This is an optimization exercise on Yosys and OpenROAD, whose aim is small area, a short achievable clock period and few clock cycles, not a production implementation.
Function was checked by simulation only, so behaviour that the tests miss may differ from the original.
Power is estimated from default activity; no workload was simulated.

## job 5003
// sa
module sa #(parameter DIMENSION = 4) (
  input                                             CLK ,
  input                                             RSTn,
  input        [DIMENSION-1:0]                      DVI ,
  input        [          1:0][DIMENSION-1:0][15:0] DI  ,
  output logic [DIMENSION-1:0][DIMENSION-1:0]       DVO ,
  output logic [DIMENSION-1:0][DIMENSION-1:0][15:0] DO
);
export LEC_CHECK = 0
export ABC_AREA = 1
export CAP_MARGIN = 20
export CORE_MARGIN = 2
export CORE_UTILIZATION = 50
export PLACE_DENSITY = 0.75
export SLEW_MARGIN = 20
create_clock -name core_clock -period 10.0 [get_ports {CLK}]
standard.sh (not shown) runs the stock make flow with config.mk's settings and CLKGATE_MAP_FILE= SYNTH_SCRIPT=/design/flow/synth_recipe.tcl, a recipe that flattens the netlist after the stock synthesis.
==> flow/flow/run.sh <==
#!/bin/bash
# Own layout flow: the standard synthesis unchanged, then the standard
# ORFS steps with timing repair aimed below the 10 ns clock period (the
# design is still laid out and signed off at the design's clock period and
# constraints), gate resizing across cell footprints, a clock tree without
# dummy loads, buf_2 port buffers, and the DO pins that share a register
# placed side by side.
# Each step's output goes to a log file of its own.
set -euo pipefail

# extra make variables for the layout steps
EXTRA="MATCH_CELL_FOOTPRINT=0 SETUP_SLACK_MARGIN=6.55 PRE_IO_PLACEMENT_TCL=$(pwd)/flow/io.tcl"
export BUFFER_PORTS_ARGS="-buffer_cell sky130_fd_sc_hd__buf_2"
export CTS_ARGS="-sink_clustering_enable -repair_clock_nets -sink_clustering_size 40 -sink_clustering_max_diameter 55 -dont_use_dummy_load"

bash standard.sh synth > synth.log 2>&1
sed "s|\"\${@:-finish}\"|$EXTRA \"\${@:-finish}\"|" standard.sh > layout.sh
for step in floorplan place cts route finish; do
  bash layout.sh $step > $step.log 2>&1
done
==> flow/flow/io.tcl <==
# Pin placement: the four DO ports of a row that show the same register bit
# (DO[i][0..3][b]) are placed next to each other.
for {set i 0} {$i < 4} {incr i} {
  for {set b 0} {$b < 16} {incr b} {
    set pins {}
    for {set j 0} {$j < 4} {incr j} {
      lappend pins "DO\[[expr {$i * 64 + $j * 16 + $b}]\]"
    }
    set_io_pin_constraint -group -order -pin_names $pins
  }
}
Testbench counts of job 5003, summed over its fixed seeds: cycles 1,120.
Modified inputs, job 1727 compared to job 5003
# job 5003
export LEC_CHECK = 0
export ABC_AREA = 1
export CAP_MARGIN = 20
export CORE_MARGIN = 2
export CORE_UTILIZATION = 50
export PLACE_DENSITY = 0.75
export SLEW_MARGIN = 20
create_clock -name core_clock -period 10.0 [get_ports {CLK}]
# job 1727
export LEC_CHECK = 0
export ABC_AREA = 1
export CAP_MARGIN = 20
export CORE_MARGIN = 2
export CORE_UTILIZATION = 50
export PLACE_DENSITY = 0.68
export SLEW_MARGIN = 20
create_clock -name core_clock -period 10.0 [get_ports {CLK}]
==> comparison <==
- | final cell count | job 1727 vs job 5003 | ≈ equal |
- Between job 1727 and job 5003, the wire length figures differ only marginally.
- Against job 5003, non-clock buffer count in job 1727 rose slightly.
- Between job 1727 and job 5003, the maximum fanout along the worst path is lower for job 1727.
- Layout-stage area growth over the synthesis result across job 1727 and job 5003: no real change.
- Diff job 1727..job 5003 | share of power burned in combinational logic | negligible
- Worst setup slack on job 1727 is up relative to job 5003.
Here is what was changed in the inputs of job 6986 compared with job 1727.
# job 1727
export LEC_CHECK = 0
export ABC_AREA = 1
export CAP_MARGIN = 20
export CORE_MARGIN = 2
export CORE_UTILIZATION = 50
export PLACE_DENSITY = 0.68
export SLEW_MARGIN = 20
create_clock -name core_clock -period 10.0 [get_ports {CLK}]
# job 6986
export LEC_CHECK = 0
export ABC_AREA = 1
export CAP_MARGIN = 20
export CORE_MARGIN = 2
export CORE_UTILIZATION = 50
export SLEW_MARGIN = 20
create_clock -name core_clock -period 10.0 [get_ports {CLK}]
-- flow/flow/run.sh --
<<< job 1727, line 12
EXTRA="MATCH_CELL_FOOTPRINT=0 SETUP_SLACK_MARGIN=6.55 PRE_IO_PLACEMENT_TCL=$(pwd)/flow/io.tcl"
export BUFFER_PORTS_ARGS="-buffer_cell sky130_fd_sc_hd__buf_2"
export CTS_ARGS="-sink_clustering_enable -repair_clock_nets -sink_clustering_size 40 -sink_clustering_max_diameter 55 -dont_use_dummy_load"

bash standard.sh synth > synth.log 2>&1
>>> job 6986, line 12
EXTRA="MATCH_CELL_FOOTPRINT=0 SETUP_SLACK_MARGIN=6.55 PRE_IO_PLACEMENT_TCL=$(pwd)/flow/io.tcl"
export BUFFER_PORTS_ARGS="-buffer_cell sky130_fd_sc_hd__buf_2"
export CTS_ARGS="-sink_clustering_enable -repair_clock_nets -sink_clustering_size 40 -sink_clustering_max_diameter 50 -dont_use_dummy_load"

bash standard.sh synth > synth.log 2>&1
[summary]
Relative to job 1727, the clock-buffer cell count of job 6986 is higher by 77.
Diff job 1727 and job 6986: overall power after layout higher in job 6986
| number of global-route vias before repair | lower: job 1727 |
Diff job 1727 and job 6986: worst-case setup margin in the final layout lower in job 6986
Against job 1727, job 6986 reports a wire length that is higher.
Per the comparison of job 6986 with job 1727, via count of the routed design fell by about 0.4%; number of fill cells in the layout has increased.
Job 6986 vs. job 1727: proportion of cell area spent on the clock network went up by 0.81 points.
Share of the core filled with cells sits higher in job 6986 than in job 1727.
Post-route clock period utilization delta for job 6986 relative to job 1727: 0.22 points higher
End point of the critical path: DO[14] -> job 6986, DO[79] -> job 1727
## Diff of input files: job 3823 against job 6986
# job 6986
export LEC_CHECK = 0
export ABC_AREA = 1
export CAP_MARGIN = 20
export CORE_MARGIN = 2
export CORE_UTILIZATION = 50
export SLEW_MARGIN = 20
create_clock -name core_clock -period 10.0 [get_ports {CLK}]
# job 3823
export LEC_CHECK = 0
export ABC_AREA = 1
export CAP_MARGIN = 20
export CORE_MARGIN = 2
export CORE_UTILIZATION = 50
export PLACE_DENSITY = 0.82
export SLEW_MARGIN = 20
create_clock -name core_clock -period 10.0 [get_ports {CLK}]
-- flow/flow/run.sh --
<<< job 6986, line 12
EXTRA="MATCH_CELL_FOOTPRINT=0 SETUP_SLACK_MARGIN=6.55 PRE_IO_PLACEMENT_TCL=$(pwd)/flow/io.tcl"
export BUFFER_PORTS_ARGS="-buffer_cell sky130_fd_sc_hd__buf_2"
export CTS_ARGS="-sink_clustering_enable -repair_clock_nets -sink_clustering_size 40 -sink_clustering_max_diameter 50 -dont_use_dummy_load"

bash standard.sh synth > synth.log 2>&1
>>> job 3823, line 12
EXTRA="MATCH_CELL_FOOTPRINT=0 SETUP_SLACK_MARGIN=6.55 PRE_IO_PLACEMENT_TCL=$(pwd)/flow/io.tcl"
export BUFFER_PORTS_ARGS="-buffer_cell sky130_fd_sc_hd__buf_2"
export CTS_ARGS="-sink_clustering_enable -repair_clock_nets -sink_clustering_size 40 -sink_clustering_max_diameter 55 -dont_use_dummy_load"

bash standard.sh synth > synth.log 2>&1
==> run notes <==
- Both conditions hold for job 3823: the flow ran to the end and the final layout passed the timing, DRC and antenna checks.
- Changes observed in job 3823 relative to job 6986: global-route met2 utilization shows a reduction of 4.6 points; total wire length shows a reduction of about 4.7%; data required time at the worst endpoint shows an increase of 2.73 ns.

==> re-timing with driven ports <==
Ports are ideal in the flow. The routed layouts listed here were re-timed in OpenROAD. Step 1, drivers: a clkbuf_16 drives CLK and a buf_2 each remaining input, both assumed. Step 2 moves the port delays by t, midway between the first and last clock arrival at a register: inputs arrive t later, outputs are due t later. That takes back most of the time a late clock gives input paths. Slacks: ideal ports / drivers / drivers and shift; pairs: ideal ports / drivers.
run | t, ns | setup WS [ns] | worst setup path at the end | slew at the worst register clock pin (ns) | pins driven straight from the clock port
job 5003 | 1.044 | 6.511 / 6.419 / 5.518 | input to register | 0.12 / 0.12 | 1
job 1727 | 1.035 | 6.543 / 6.426 / 5.500 | input to register | 0.10 / 0.10 | 1
job 6986 | 1.067 | 6.520 / 6.405 / 5.485 | input to register | 0.08 / 0.08 | 1
job 3823 | 1.046 | 6.412 / 6.412 / 5.430 | input to register | 0.10 / 0.10 | 1
After both steps setup and hold are still met in every run listed. For job 1727, which loses most, drivers alone change the setup slack by -0.117 ns; drivers and shift together by -1.043 ns.
